This is an optimization exercise on Yosys and OpenROAD, whose aim is small area, not a production implementation. RTL that was checked went through simulation tests only; none was proved equivalent to the original. Function not checked in run 2: the RTL went through the layout flow alone. The flow treats the clock pin as an ideal source, which a real chip does not have. Power and IR drop assume default switching activity.

==> flow/design.v <==
module uart_receiver
(
    input            clock,
    input            reset_n,
    input            rx,
    output reg [11:0] sr,
    output           is_r,
    output           byte_ready
);
    reg rx_sync1, rx_sync, prev_rx_sync;
    always @(posedge clock or negedge reset_n)
        if (!reset_n) begin
            rx_sync1     <= 1'b1;
            rx_sync      <= 1'b1;
            prev_rx_sync <= 1'b1;
        end else begin
            rx_sync1     <= rx;
            rx_sync      <= rx_sync1;
            prev_rx_sync <= rx_sync;
        end
    wire start_bit_edge = prev_rx_sync & !rx_sync;
    reg [3:0]  st;
    reg [12:0] cnt;
    reg        hi_r;
wire [12:0] cnt_x  = cnt ^ 13'h1555;
wire [12:0] cnt_nx = {cnt_x[11:0], ~(cnt_x[12]^cnt_x[3]^cnt_x[2]^cnt_x[0])} ^ 13'h1555;
    wire idle  = (st == 4'd0);
    wire done  = (cnt == 13'h37c);
    wire load  = idle & start_bit_edge;
    wire shift = !idle & !byte_ready & done;
    assign byte_ready = (st == 4'd9);
    assign is_r = hi_r & (sr[3:0] == 4'h2);
    always @(posedge clock or negedge reset_n)
        if (!reset_n)
            st <= 4'd0;
        else if (byte_ready)
            st <= 4'd0;
        else if (load | shift)
            st <= st + 4'd1;
    always @(posedge clock) begin
        if (load)
            cnt <= 13'h0;
        else if (done)
            cnt <= 13'h719;
        else
            cnt <= cnt_nx;
        if (shift & (st <= 4'd4))
            sr <= {sr[4], sr[11:9], sr[0], sr[7:5], rx, sr[3:1]};
        if (shift & (st >= 4'd5))
            hi_r <= (hi_r | (st == 4'd5)) & (rx == st[0]);
    end
endmodule
module sonn
(
    input         clock,
    input         reset_n,
    input         rx,
    output [15:0] hword
);
wire [11:0] sr;          
wire        is_r;
wire       byte_ready;
reg  [1:0]  count2;
reg         wload;     
reg  [11:0] hw;
always @(posedge clock)
    if (!reset_n) begin
        count2 <= 2'd0;
        wload  <= 1'b0;
        hw     <= 12'd0;
    end else begin
        wload <= byte_ready & (count2 == 2'd3);
        if (wload)
            hw <= sr;
        if (byte_ready)
            case (count2)
                2'd0: if (is_r) count2 <= 2'd1;
                2'd1: count2 <= 2'd2;
                2'd2: count2 <= 2'd3;
                2'd3: count2 <= 2'd0;
            endcase
    end
assign hword = {4'b0000, hw};
uart_receiver uart(.clock(clock), .reset_n(reset_n), .rx(rx),
                   .sr(sr), .is_r(is_r), .byte_ready(byte_ready));
endmodule
module note(clk, reset_n, noteout);
input clk, reset_n;
output reg noteout;
reg [14:0] cnt;
wire [14:0] cnt_x  = cnt ^ 15'h5555;
wire [14:0] cnt_nx = {cnt_x[13:0], ~(cnt_x[14]^cnt_x[13])} ^ 15'h5555;
always @(posedge clk)
    if (!reset_n) begin
        noteout <= 1'b0;
        cnt     <= 15'h0;
    end else if (cnt == 15'h41aa) begin
        cnt     <= 15'h0;
        noteout <= ~noteout;
    end else
        cnt <= cnt_nx;
endmodule
module buzz(clk, reset_n, en, tim, tone);
input clk, reset_n, en;
input [1:0] tim;
output reg tone;
wire noteout;
note note1(.clk(clk), .reset_n(reset_n), .noteout(noteout));
reg [1:0]  tim_r;
reg [19:0] lo;
reg        lo_z;
reg [5:0]  hi;          
reg        ene;
wire [19:0] lo_x  = lo ^ 20'h55555;
wire [19:0] lo_nx = {lo_x[18:0], ~(lo_x[19]^lo_x[16])} ^ 20'h55555;
wire [5:0] hi_x  = hi ^ 6'h0;
wire [5:0] hi_nx = {hi_x[4:0], ~(hi_x[5]^hi_x[4])} ^ 6'h0;
reg [5:0] hon, hoff;
always @*
    case (tim_r)
        2'd0: begin hon = 6'h1f;  hoff = 6'h3c; end
        2'd1: begin hon = 6'h2f; hoff = 6'h2b; end
        2'd2: begin hon = 6'h21; hoff = 6'h6; end
        default: begin hon = 6'h13; hoff = 6'h28; end
    endcase
wire lo_wrap = (lo == 20'h41653);
wire restart = (lo_z & (hi == hoff)) | (hi == 6'h10);
wire hi_step = lo_wrap | (lo_z & (hi == 6'h28));
wire lo_clr  = restart | lo_wrap;
always @(posedge clk) begin
    tim_r <= tim;
    if (!reset_n) begin
        lo   <= 20'h0;
        lo_z <= 1'b1;
        hi   <= 6'h0;
        ene  <= 1'b0;
    end else begin
        lo_z <= lo_clr;
        lo   <= lo_clr ? 20'h0 : lo_nx;
        hi   <= restart ? 6'h0 : hi_step ? hi_nx : hi;
        if (restart)
            ene <= 1'b0;
        else if (lo_z & (hi == hon))
            ene <= 1'b1;
    end
end
always @(posedge clk)
    tone <= en & noteout & ene;
endmodule
module sonic(clk, trig, reset_n, en, echo, out);
input clk, echo, reset_n, en;
output reg trig;
output [23:0] out;
reg [21:0] cp;
wire [21:0] cp_x  = cp ^ 22'h155555;
wire [21:0] cp_nx = {cp_x[20:0], ~(cp_x[21]^cp_x[20])} ^ 22'h155555;
reg [11:0] r;
reg [9:0]  q;
reg [9:0]  oq;
wire [11:0] r_x  = r ^ 12'h555;
wire [11:0] r_nx = {r_x[10:0], ~(r_x[11]^r_x[5]^r_x[3]^r_x[0])} ^ 12'h555;
wire rwrap = (r == 12'h862);
wire qsat  = q[9] & q[8];
wire wend = (cp == 22'h1afe2e);
always @(posedge clk)
    if (!reset_n) begin
        cp   <= 22'h0;
        trig <= 1'b0;
        r    <= 12'h0;
        q    <= 10'd0;
        oq   <= 10'd0;
    end else if (en) begin
        cp <= wend ? 22'h0 : cp_nx;
        if (cp == 22'h3fffff)
            trig <= 1'b1;
        if (cp == 22'h932ab)
            trig <= 1'b0;
        if (wend) begin
            oq <= q;
            r  <= 12'h0;
            q  <= 10'd0;
        end else if (echo) begin
            r <= rwrap ? 12'h0 : r_nx;
            if ((q == 10'd620) & (r == 12'h4f3))
                q <= 10'h3ff;
            else if (rwrap & !qsat)
                q <= q + 10'd1;
        end
    end
assign out = {12'd0, {2{oq[9] & oq[8]}}, oq};
endmodule
module usonic_top
(
    input         clk,
    input         reset_n,
    input         rx,         
    input         echo,       
    input  [ 3:0] control,    
    output [15:0] hword,      
    output [23:0] usonic,     
    output        trig,       
    output        tone        
);
sonn sonna
(
 .clock   ( clk     ),
 .reset_n ( reset_n ),
 .rx      ( rx      ),
 .hword   ( hword   )
);
buzz buzz
(
 .clk     ( clk          ),
 .reset_n ( reset_n      ),
 .en      ( control[0]   ),
 .tim     ( control[2:1] ),
 .tone    ( tone         )
);
sonic sonica
(
 .clk     ( clk        ),
 .trig    ( trig       ),
 .reset_n ( reset_n    ),
 .en      ( control[3] ),
 .echo    ( echo       ),
 .out     ( usonic     )
);
endmodule
==> flow/flow/run.sh <==
#!/bin/bash
# Own layout flow: the standard flow (standard.sh) with
#  - synthesis as standard, but ABC maps the logic with flow/abc_map.script
#    (area-oriented) and no separate half-adder mapping (ADDER_MAP_FILE
#    empty); registers are mapped before ABC, so they are unchanged;
#  - port buffers made of the smallest buffer cell, one tie cell for all
#    constant outputs;
#  - clock tree of clkbuf_4 without dummy loads; flow/post_cts.tcl then swaps
#    the clock buffers whose flip-flops see a slow clock edge for clkbuf_8.
# Each step's output goes to its own log file here.
set -euo pipefail
HERE=$PWD
rm -rf "$HERE/scripts_abc"
cp -r "$FLOW_HOME/scripts" "$HERE/scripts_abc"
cp "$HERE/flow/abc_map.script" "$HERE/scripts_abc/abc_speed.script"
bash standard.sh "SCRIPTS_DIR=$HERE/scripts_abc" "ADDER_MAP_FILE=" synth > "$HERE/log_synth.log" 2>&1
bash standard.sh \
  "BUFFER_PORTS_ARGS=-buffer_cell sky130_fd_sc_hd__buf_1" \
  "SKIP_REPAIR_TIE_FANOUT=1" \
  "CTS_ARGS=-sink_clustering_enable -repair_clock_nets -dont_use_dummy_load -buf_list sky130_fd_sc_hd__clkbuf_4" \
  "POST_CTS_TCL=$HERE/flow/post_cts.tcl" \
  finish > "$HERE/log_layout.log" 2>&1
==> flow/flow/abc_map.script <==
strash
&get -n
&deepsyn -J 300 -T 1200
&put
strash
&get -n
&dch -f
&nf -R 1000
&put
strash
&get -n
&dch -f
&nf -R 1000
&put
topo
dnsize -c
==> flow/flow/post_cts.tcl <==
# Clock-tree touch-up after CTS: a clock buffer whose flip-flop clock pins
# see a slow edge (estimated from placement) is swapped for the next larger
# clkbuf, then the placement is legalised again.
set clkbuf_up [dict create sky130_fd_sc_hd__clkbuf_2 sky130_fd_sc_hd__clkbuf_4 sky130_fd_sc_hd__clkbuf_4 sky130_fd_sc_hd__clkbuf_8 sky130_fd_sc_hd__clkbuf_8 sky130_fd_sc_hd__clkbuf_16]
set slew_limit 0.120
set swapped 0
for {set pass 0} {$pass < 4} {incr pass} {
  estimate_parasitics -placement
  set todo [dict create]
  foreach p [get_pins */CLK] {
    set s [expr max([get_property $p slew_max_rise], [get_property $p slew_max_fall])]
    if {$s <= $slew_limit} continue
    set net [get_nets -of_objects $p]
    foreach d [get_pins -of_objects $net] {
      if {[get_property $d direction] ne "output"} continue
      set inst [get_cells -of_objects $d]
      dict set todo [get_full_name $inst] [get_property $inst ref_name]
    }
  }
  if {[dict size $todo] == 0} break
  dict for {name ref} $todo {
    if {![dict exists $clkbuf_up $ref]} continue
    replace_cell [get_cells $name] [dict get $clkbuf_up $ref]
    incr swapped
  }
}
puts "post_cts: swapped $swapped clock buffers"
if {$swapped > 0} {
  estimate_parasitics -placement
  detailed_placement
  check_placement -verbose
}
==> flow/standard.sh <==
#!/bin/bash
# synth_recipe.tcl (not shown) runs the flow's synth.tcl, then flattens the netlist and writes it again
# the make line also repeats each setting of config.mk as NAME=value (left out here)
make -C /OpenROAD-flow-scripts/flow DESIGN_CONFIG=/design/flow/config.mk WORK_HOME=/design/flow/orfs CLKGATE_MAP_FILE= SYNTH_SCRIPT=/design/flow/synth_recipe.tcl "${@:-finish}"
==> flow/config.mk <==
export PLATFORM = sky130hd
export DESIGN_NAME = usonic_top
export DESIGN_NICKNAME = usonic_top
export VERILOG_FILES = /design/flow/design.v
export SDC_FILE = /design/flow/constraint.sdc
export NUM_CORES = 4
export LEC_CHECK = 0
export CAP_MARGIN = 20
export CORE_MARGIN = 2
export CORE_UTILIZATION = 70
export SLEW_MARGIN = 20
==> flow/constraint.sdc <==
create_clock -name core_clock -period 20.0 [get_ports {clk}]
set_input_delay 4.0000 -clock core_clock [delete_from_list [all_inputs] [get_ports {clk}]]
set_output_delay 4.0000 -clock core_clock [all_outputs]
set_load 0.01 [all_outputs]
==> impl_metrics.tcl, run 1 <==
set metrics [dict create \
    globalRouteMet1Util_pct 31.8 \
    netSwitchingFraction_pct 24.5 \
    num_rows 30 \
    fp.dieW_um 88.9 \
    num-fill-cells 492 \
    clk_latency_ns 0.51 \
    hold-path-endpoint "sonna.uart.rx_sync" \
    areaGrowthSynthToFinish_pct 5.54 \
    antenna_found_initial 0 \
    post-route-period-util_pct 31.7 \
    p_clk_share_pct 23.9 \
    cp_max_fo 6 \
    layout_common_cells "dfxtp_1, nor2_1, nand2_1, o21ai_0, buf_1" \
    busiest_layer "met2" \
    timing.hold.worst.class "reg -> reg" \
    r2r_cells 11 \
    required_ns 20.42 \
    seq_area_frac_synth_pct 62.9 \
    synth_area_leaders "dfxtp_1, edfxtp_1, nor2_1" \
    dr.pass1.iters 5 \
    num_vias 3603 \
    portBuffers 33 \
    synth.distinct_cells 36 \
    place_congestion 0.902 \
    leakage_nw 1.99 \
    yosysTopAreaCellShare_pct 51.6 \
    skew_ns 0.0307 \
    yosys-mux-area-fraction_pct 0 \
    hold_viol 0 \
    whs_path_depth 0 \
    drt_iter0_markers 268 \
    grt_usage_pct 24.5 \
    synthSimpleGateAreaFrac_pct 19.3 \
    drc_errors 0 \
    startpoint_type "input port" \
    wire_per_inst_um 13.9 \
    finalSetupViolations 0 \
    crit_type "in -> reg" \
    reg2reg_to "buzz.hi[0]" \
    yosys_warnings 5 \
    dieArea_mm2 0.00789 \
    synth-xor-area-share_pct 2.09 \
    gr-usage-met2_pct 38.9 \
    syn-instance-count 497 \
    nets 543 \
    cap_violations 0 \
    grt_pass1_vias 3363 \
    stdcell_count 629 \
    worst_pin_slew_ns 0.821 \
    synth_edf_count 13 \
    netlist_area_mm2 0.00504 \
    rsz0062_at_grt "no" \
    p_per_area_mw_per_mm2 98.6 \
    p_total_uw 524 \
    arrival_ns 6.76 \
    yosys.area.top_type "dfxtp_1" \
    p_int_uw 396 \
    ant_nets 0 \
    gr-total-overflow 0 \
    drive_above_1_share_pct 4.32 \
    status "finished clean" \
    io_pins 50 \
    cts_sinks 150 \
    mostFrequentLayoutCell "dfxtp_1" \
    coreArea_mm2 0.00687 \
    seq_power_share_pct 67.6 \
    hpwl_mm 5.97 \
    hold_ws_ns 0.364 \
    ys.flop_type "dfxtp_1" \
    hp-start "sonna.uart.rx_sync1" \
    finalSetupTns_ns 0 \
    ys_ff_latch 150 \
    rrSetupSlack_ns 16.73 \
    grt_max_degree 23 \
    slew_headroom_pct 45.1 \
    clk_pin_slew_worst_paths_ns 0.09 \
    wirelength_mm 8.73 \
    cts_tree "built" \
    synth-compound-area-share_pct 12.5 \
    synthArstFlopShare_pct 4.67 \
    fmax_mhz 158 \
    synthAdderAreaFrac_pct 0 \
    synth_nets 505 \
    die_h_um 88.9 \
    p_comb_share_pct 8.5 \
    grt_pass1_wl_mm 14.8 \
    power.switching_uw 129 \
    grtUsageMet3_pct 7.74 \
    viasPerCell 5.73 \
    start_util_pct 73.4 \
    cp-end-kind "register" \
    diodes 0 \
    irDropWorstVdd_v 0.0000736 \
    fin_crit_ns 6.34 \
    rr_startpoint "buzz.hi[2]" \
    placed_cells 612 \
    final-max-slew-violation-count 0 \
    synth_top_family_by_area "simple AND/OR/NAND/NOR gates" \
    avgSynthCellArea_um2 10.1 \
]
[cells in the mapped netlist, types with 3 or more instances]
cell	instances
o21ai_0	44
dfxtp_1	130
and3_1	5
nor3b_1	3
and2_0	8
nor2b_1	5
xnor2_1	6
a211oi_1	4
a22o_1	24
dfstp_2	3
nand3_1	13
nor2_1	73
nand4b_1	4
clkinv_1	7
nor4_1	9
dfrtp_1	4
nand2_1	53
edfxtp_1	13
nand2b_1	3
buf_4	17
nand4_1	10
xor2_1	6
a31oi_1	4
nor3_1	19
a21oi_1	19
[routing by layer]
metal | share of wire [%] | vias to the layer above
li1 | - | 1812
met1 | 47 | 1699
met2 | 47 | 79
met3 | 4.1 | 13
met4 | 1.5 | 0
met5 | 0 | -
[flip-flops by register name, indices dropped and copies added (netlist names), 6 cells and up]
name / count
sonna.uart.cnt: 13
sonica.oq: 10
sonna.uart.sr: 12
sonica.q: 10
buzz.note1.cnt: 15
buzz.lo: 20
buzz.hi: 6
sonica.cp: 22
sonica.r: 12
sonna.hw: 12
[area by class of cell]
class | count | area (um^2) | area share (%)
Multi-Input combinational cell | 323 | 1710 | 32.2
Timing Repair Buffer | 36 | 146 | 2.75
Tap cell | 96 | 120 | 2.26
Clock buffer | 17 | 140 | 2.63
Inverter | 7 | 26.3 | 0.494
Sequential cell | 150 | 3170 | 59.6
[metrics by stage]
step	utilization (%)	setup WS, ns	instance area (um^2)
final	77.4	13.66	5320
after global routing	77.4	13.36	5320
after global placement	75.4	13.41	5180
after detailed placement	75.4	13.24	5180
after floorplan	-	13.81	5040
[critical path: stages]
cell,delay (ns)
buf_1,0.20
nand2_1,0.08
nor3_1,0.14
nand3_1,0.10
nor3_1,0.30
nand3_1,0.22
a21oi_1,0.21
and2_0,0.27
and3_1,0.27
and3_1,0.25
and3_1,0.23
and2_0,0.20
nor3b_1,0.08
a211oi_1,0.21
[cells by family (layout without fill, tap and decap cells)]
kind of cell              count (synthesis)  after routing
and+or+nand+nor                         209            209
other                                     1              1
AOI/OAI and AO/OA                       101            101
DFF                                     150            150
xor gates and xnor gates                 12             12
buffers and inverters                    24             60
[how the worst max path moves through the flow]
stage               from           to  slack, ns
floorplan           echo  sonica.q[8]      13.81
finish              echo  sonica.q[8]      13.66
detailed placement  echo  sonica.q[8]      13.24
global placement    echo  sonica.q[8]      13.41
global route        echo  sonica.q[8]      13.36
[power groups by stage]
stage | clock network, mW | logic [mW] | registers, mW
final | 0.125 | 0.0447 | 0.354
after global routing | 0.142 | 0.0517 | 0.358
after detailed placement | 0 | 0.0450 | 0.361
after floorplan | 0 | 0.0381 | 0.355
after global placement | 0 | 0.0422 | 0.360
==> inputs of run 2 (changes only) <==
--- a/flow/design.v
+++ b/flow/design.v
@@ -5,3 +5,3 @@
     input            rx,
-    output reg [11:0] sr,
+    output reg [3:0] nib,
     output           is_r,
@@ -31,3 +31,3 @@
     assign byte_ready = (st == 4'd9);
-    assign is_r = hi_r & (sr[3:0] == 4'h2);
+    assign is_r = hi_r & (nib == 4'h2);
     always @(posedge clock or negedge reset_n)
@@ -47,3 +47,3 @@
         if (shift & (st <= 4'd4))
-            sr <= {sr[4], sr[11:9], sr[0], sr[7:5], rx, sr[3:1]};
+            nib <= {rx, nib[3:1]};
         if (shift & (st >= 4'd5))
@@ -59,6 +59,7 @@
 );
-wire [11:0] sr;          
-wire        is_r;
+wire [3:0] nib;
+wire       is_r;
 wire       byte_ready;
 reg  [1:0]  count2;
+reg  [7:0]  digits;    
 reg         wload;     
@@ -73,3 +74,3 @@
         if (wload)
-            hw <= sr;
+            hw <= {digits, nib};
         if (byte_ready)
@@ -82,5 +83,10 @@
     end
+always @(posedge clock)
+    if (byte_ready) begin
+        if (count2 == 2'd1) digits[7:4] <= nib;
+        if (count2 == 2'd2) digits[3:0] <= nib;
+    end
 assign hword = {4'b0000, hw};
 uart_receiver uart(.clock(clock), .reset_n(reset_n), .rx(rx),
-                   .sr(sr), .is_r(is_r), .byte_ready(byte_ready));
+                   .nib(nib), .is_r(is_r), .byte_ready(byte_ready));
 endmodule
@@ -110,3 +116,3 @@
 reg [19:0] lo;
-reg        lo_z;
+reg        lo_z, lo_o;
 reg [5:0]  hi;          
@@ -126,4 +132,3 @@
 wire lo_wrap = (lo == 20'h41653);
-wire restart = (lo_z & (hi == hoff)) | (hi == 6'h10);
-wire hi_step = lo_wrap | (lo_z & (hi == 6'h28));
+wire restart = (lo_z & (hi == hoff)) | (lo_o & (hi == 6'h28));
 wire lo_clr  = restart | lo_wrap;
@@ -131,2 +136,3 @@
     tim_r <= tim;
+    lo_o  <= lo_z;
     if (!reset_n) begin
@@ -139,3 +145,3 @@
         lo   <= lo_clr ? 20'h0 : lo_nx;
-        hi   <= restart ? 6'h0 : hi_step ? hi_nx : hi;
+        hi   <= restart ? 6'h0 : lo_wrap ? hi_nx : hi;
         if (restart)
@@ -151,7 +157,10 @@
 input clk, echo, reset_n, en;
-output reg trig;
+output trig;
 output [23:0] out;
-reg [21:0] cp;
-wire [21:0] cp_x  = cp ^ 22'h155555;
-wire [21:0] cp_nx = {cp_x[20:0], ~(cp_x[21]^cp_x[20])} ^ 22'h155555;
+reg [8:0] lo;
+reg [12:0] hi;
+wire [8:0] lo_x  = lo ^ 9'h155;
+wire [8:0] lo_nx = {lo_x[7:0], ~(lo_x[8]^lo_x[4])} ^ 9'h155;
+wire [12:0] hi_x  = hi ^ 13'h1555;
+wire [12:0] hi_nx = {hi_x[11:0], ~(hi_x[12]^hi_x[3]^hi_x[2]^hi_x[0])} ^ 13'h1555;
 reg [11:0] r;
@@ -159,11 +168,13 @@
 reg [9:0]  oq;
-wire [11:0] r_x  = r ^ 12'h555;
-wire [11:0] r_nx = {r_x[10:0], ~(r_x[11]^r_x[5]^r_x[3]^r_x[0])} ^ 12'h555;
-wire rwrap = (r == 12'h862);
+wire [11:0] r_x  = r ^ 12'h0;
+wire [11:0] r_nx = {r_x[10:0], ~(r_x[11]^r_x[5]^r_x[3]^r_x[0])} ^ 12'h0;
+wire rwrap = (r == 12'h8a6);
 wire qsat  = q[9] & q[8];
-wire wend = (cp == 22'h1afe2e);
+wire ev   = (lo == 9'h1c1);
+wire wend = ev & (hi == 13'h481);
+assign trig = (hi == 13'h1fff);
 always @(posedge clk)
     if (!reset_n) begin
-        cp   <= 22'h0;
-        trig <= 1'b0;
+        lo   <= 9'h1f;
+        hi   <= 13'h0;
         r    <= 12'h0;
@@ -172,7 +183,5 @@
     end else if (en) begin
-        cp <= wend ? 22'h0 : cp_nx;
-        if (cp == 22'h3fffff)
-            trig <= 1'b1;
-        if (cp == 22'h932ab)
-            trig <= 1'b0;
+        lo <= wend ? 9'h1f : ev ? 9'h0 : lo_nx;
+        if (ev)
+            hi <= wend ? 13'h0 : hi_nx;
         if (wend) begin
@@ -183,3 +192,3 @@
             r <= rwrap ? 12'h0 : r_nx;
-            if ((q == 10'd620) & (r == 12'h4f3))
+            if ((q == 10'd620) & (r == 12'hd15))
                 q <= 10'h3ff;
==> flow/flow/abc_map.script (replaced) <==
strash
&get -n
&deepsyn -T 60
&put
strash
&get -n
&dch -f
&nf -R 1000
&put
strash
&get -n
&dch -f
&nf -R 1000
&put
topo
dnsize -c
--- a/flow/flow/post_cts.tcl
+++ b/flow/flow/post_cts.tcl
@@ -4,3 +4,3 @@
 set clkbuf_up [dict create sky130_fd_sc_hd__clkbuf_2 sky130_fd_sc_hd__clkbuf_4 sky130_fd_sc_hd__clkbuf_4 sky130_fd_sc_hd__clkbuf_8 sky130_fd_sc_hd__clkbuf_8 sky130_fd_sc_hd__clkbuf_16]
-set slew_limit 0.120
+set slew_limit 0.110
 set swapped 0
==> impl_metrics.tcl, run 2 <==
set metrics [dict create \
    reg2reg_to "sonica.r[10]" \
    synth_nets 502 \
    finalSetupViolations 0 \
    p_int_uw 391 \
    areaGrowthSynthToFinish_pct 5.59 \
    p_per_area_mw_per_mm2 94.2 \
    placed_cell_area_mm2 0.00525 \
    yosysTopAreaCellShare_pct 50.8 \
    largest_register_ffs 20 \
    synthSimpleGateAreaFrac_pct 17.8 \
    portBuffers 33 \
    diodes 0 \
    slowest_delay_ns 0.86 \
    crit_chain "buf_1 -> nand2_1 -> and2_0 -> a21oi_1 -> a21oi_1 -> a22o_1" \
    num-fill-cells 519 \
    irDropWorstVdd_v 0.0000692 \
    wire_per_inst_um 14.3 \
    wirelength_mm 8.99 \
    synth.most_common_cell "dfxtp_1" \
    grt_pass1_vias 3322 \
    rsz0062_at_grt "no" \
    dieArea_mm2 0.00802 \
    synth_edf_count 13 \
    stdcell_area_mm2 0.00541 \
    ant_nets 0 \
    timing.hold.worst.class "reg -> reg" \
    layout_common_cells "dfxtp_1, nor2_1, nand2_1, a22o_1, buf_1" \
    largest-register "buzz.lo" \
    crit_buf_inv 1 \
    clk_latency_ns 0.52 \
    seq_area_frac_synth_pct 61.9 \
    yosys-mux-area-fraction_pct 0 \
    rr_startpoint "sonica.lo[1]" \
    cts_sinks 150 \
    hold_viol 0 \
    grt_pass1_wl_mm 14.5 \
    multi_input_area_mm2 0.00180 \
    drc_errors 0 \
    io_pins 50 \
    gr-usage-met2_pct 39.0 \
    grt_max_degree 26 \
    drt_iter0_markers 148 \
    grtUsageMet3_pct 6.00 \
    num_vias 3644 \
    ys.flop_type "dfxtp_1" \
    syn-instance-count 494 \
    crit_type "in -> reg" \
    slew_headroom_pct 33.5 \
    fp.dieW_um 89.6 \
    synth_common_cells "dfxtp_1, nor2_1, nand2_1, a22o_1, a21oi_1" \
    startpoint_type "input port" \
    power.switching_uw 118 \
    finalSetupTns_ns 0 \
    seqCellArea_mm2 0.00317 \
    place_congestion 0.824 \
    die_h_um 89.6 \
    busiest_layer "met2" \
    drive_above_1_share_pct 3.98 \
    slowest_stage "a21oi_1" \
    dr.pass1.iters 5 \
    yosys.area.top_type "dfxtp_1" \
    final-max-slew-violation-count 0 \
    p_clk_share_pct 26.5 \
    path_common_cell "a21oi_1" \
    required_ns 20.39 \
    cap_violations 0 \
    fin_crit_ns 6.24 \
    viasPerCell 5.81 \
    netSwitchingFraction_pct 23.2 \
    nets 538 \
    rrSetupSlack_ns 16.46 \
    cts_tree "built" \
    whs_path_depth 0 \
    p_comb_share_pct 6.7 \
    synthArstFlopShare_pct 4.67 \
    synth_top_family_by_area "simple AND/OR/NAND/NOR gates" \
    yosys_warnings 5 \
    synth_area_leaders "dfxtp_1, edfxtp_1, a22o_1" \
    critPathTopFamily "compound AO/OA/AOI/OAI gates" \
    ys_ff_latch 150 \
    antenna_found_initial 0 \
    start_util_pct 71.4 \
    hpwl_mm 6.18 \
    netlist_area_mm2 0.00512 \
    gr-total-overflow 0 \
    grt_usage_pct 23.6 \
    cp-end-kind "register" \
    avgSynthCellArea_um2 10.4 \
    reg.largest.list "buzz.lo x20, buzz.note1.cnt x15" \
    mostFrequentLayoutCell "dfxtp_1" \
    seq_power_share_pct 66.8 \
    leakage_nw 2.04 \
    synth-xor-area-share_pct 2.91 \
    globalRouteMet1Util_pct 29.3 \
    dp_slack_ns 13.26 \
    arrival_ns 6.64 \
    hp-start "sonna.uart.rx_sync1" \
    synth.distinct_cells 41 \
    num_rows 31 \
    synthAdderAreaFrac_pct 0 \
    coreArea_mm2 0.00718 \
    cp_max_fo 17 \
    worst_pin_slew_ns 0.997 \
    clk_pin_slew_worst_paths_ns 0.09 \
    post-route-period-util_pct 31.2 \
    synth-compound-area-share_pct 14.4 \
    fmax_mhz 160 \
    skew_ns 0.0274 \
    status "finished clean" \
    hold-path-endpoint "sonna.uart.rx_sync" \
    r2r_cells 7 \
    finalWorstSetupSlack_ns 13.76 \
]
-- run 2: cell count changes in the layout (fill, tap and decap cells not counted), sizes merged, moves of 11 or more --
cell	change
nand2	-14
a21oi	+11
a22o	+14
o21ai	-20
-- run 2: power groups by stage --
| stage | logic (mW) | registers, mW | clock network [mW] |
|---|---|---|---|
| after global placement | 0.0326 | 0.347 | 0 |
| after floorplan | 0.0302 | 0.344 | 0 |
| final | 0.0340 | 0.341 | 0.135 |
| after global routing | 0.0395 | 0.344 | 0.150 |
| after detailed placement | 0.0344 | 0.347 | 0 |
-- run 2: kinds of logic (layout without fill, tap and decap cells) --
logic type / count (synthesis) / count (layout)
simple gates: 194 / 194
xor+xnor: 17 / 17
other cells: 1 / 1
buf+inv: 23 / 57
flops: 150 / 150
compound gates: 109 / 109
-- run 2: cell type report --
cell class | instances | share of cell area [%]
Sequential cell | 150 | 58.6
Clock buffer | 17 | 2.94
Timing Repair Buffer | 34 | 2.43
Inverter | 6 | 0.416
Multi-Input combinational cell | 321 | 33.3
Tap cell | 99 | 2.29
-- run 2: metrics by stage --
stage / hold WS, ns / total power, mW / std cells / util [%]
3_5_place_dp: 0.349 / 0.382 / 610 / 73.2
2_1_floorplan: 0.345 / 0.374 / 494 / -
3_3_place_gp: 0.349 / 0.379 / 610 / 73.2
5_1_grt: 0.372 / 0.533 / 627 / 75.4
6_report: 0.360 / 0.510 / 627 / 75.4
-- run 2: worst register-to-register path, stage by stage (launching register included) --
cell	delay [ns]
dfxtp_1	0.34
or4b_1	0.56
nor3_1	0.40
nand2_1	0.15
and2_0	0.41
a21oi_1	0.87
a21oi_1	0.34
a22o_1	0.34
-- run 2: per-layer routing --
| layer | vias up | wire length (um) |
|---|---|---|
| met2 | 98 | 4410 |
| met1 | 1720 | 4090 |
| met4 | 0 | 110 |
| li1 | 1813 | - |
| met5 | - | 0 |
| met3 | 13 | 381 |
-- run 2: how the worst max path moves through the flow --
stage / from / end / slack [ns] / cells past startpoint
after floorplan: control[3] / sonica.r[10] / 14.37 / 5
after global placement: control[3] / sonica.r[1] / 13.41 / 6
after detailed placement: control[3] / sonica.r[10] / 13.26 / 6
after global routing: control[3] / sonica.r[10] / 13.43 / 6
final: control[3] / sonica.r[10] / 13.76 / 6

[re-timing with driven ports]
No port has a modelled driver above. Below, the same layouts with a new extraction and two added sets of constraints. Step 1 assumes that a clkbuf_16 drives the clock port and a buf_2 every other input. Step 2 also shifts input and output timing later by t, the mid clock arrival at the registers, as if the neighbouring blocks saw the same clock. Three values: ideal ports, drivers, drivers and shift; two values: the first two.
run | shift t [ns] | slack for setup (ns) | cell pins on the clock port's net
run 1 | 0.526 | 13.659 / 13.670 / 13.144 | 1
run 2 | 0.538 | 13.755 / 13.759 / 13.220 | 1
After both steps setup and hold are still met in every run listed. The setup slack of run 2, which loses most, moves by +0.004 ns with the drivers and by -0.535 ns with both steps.
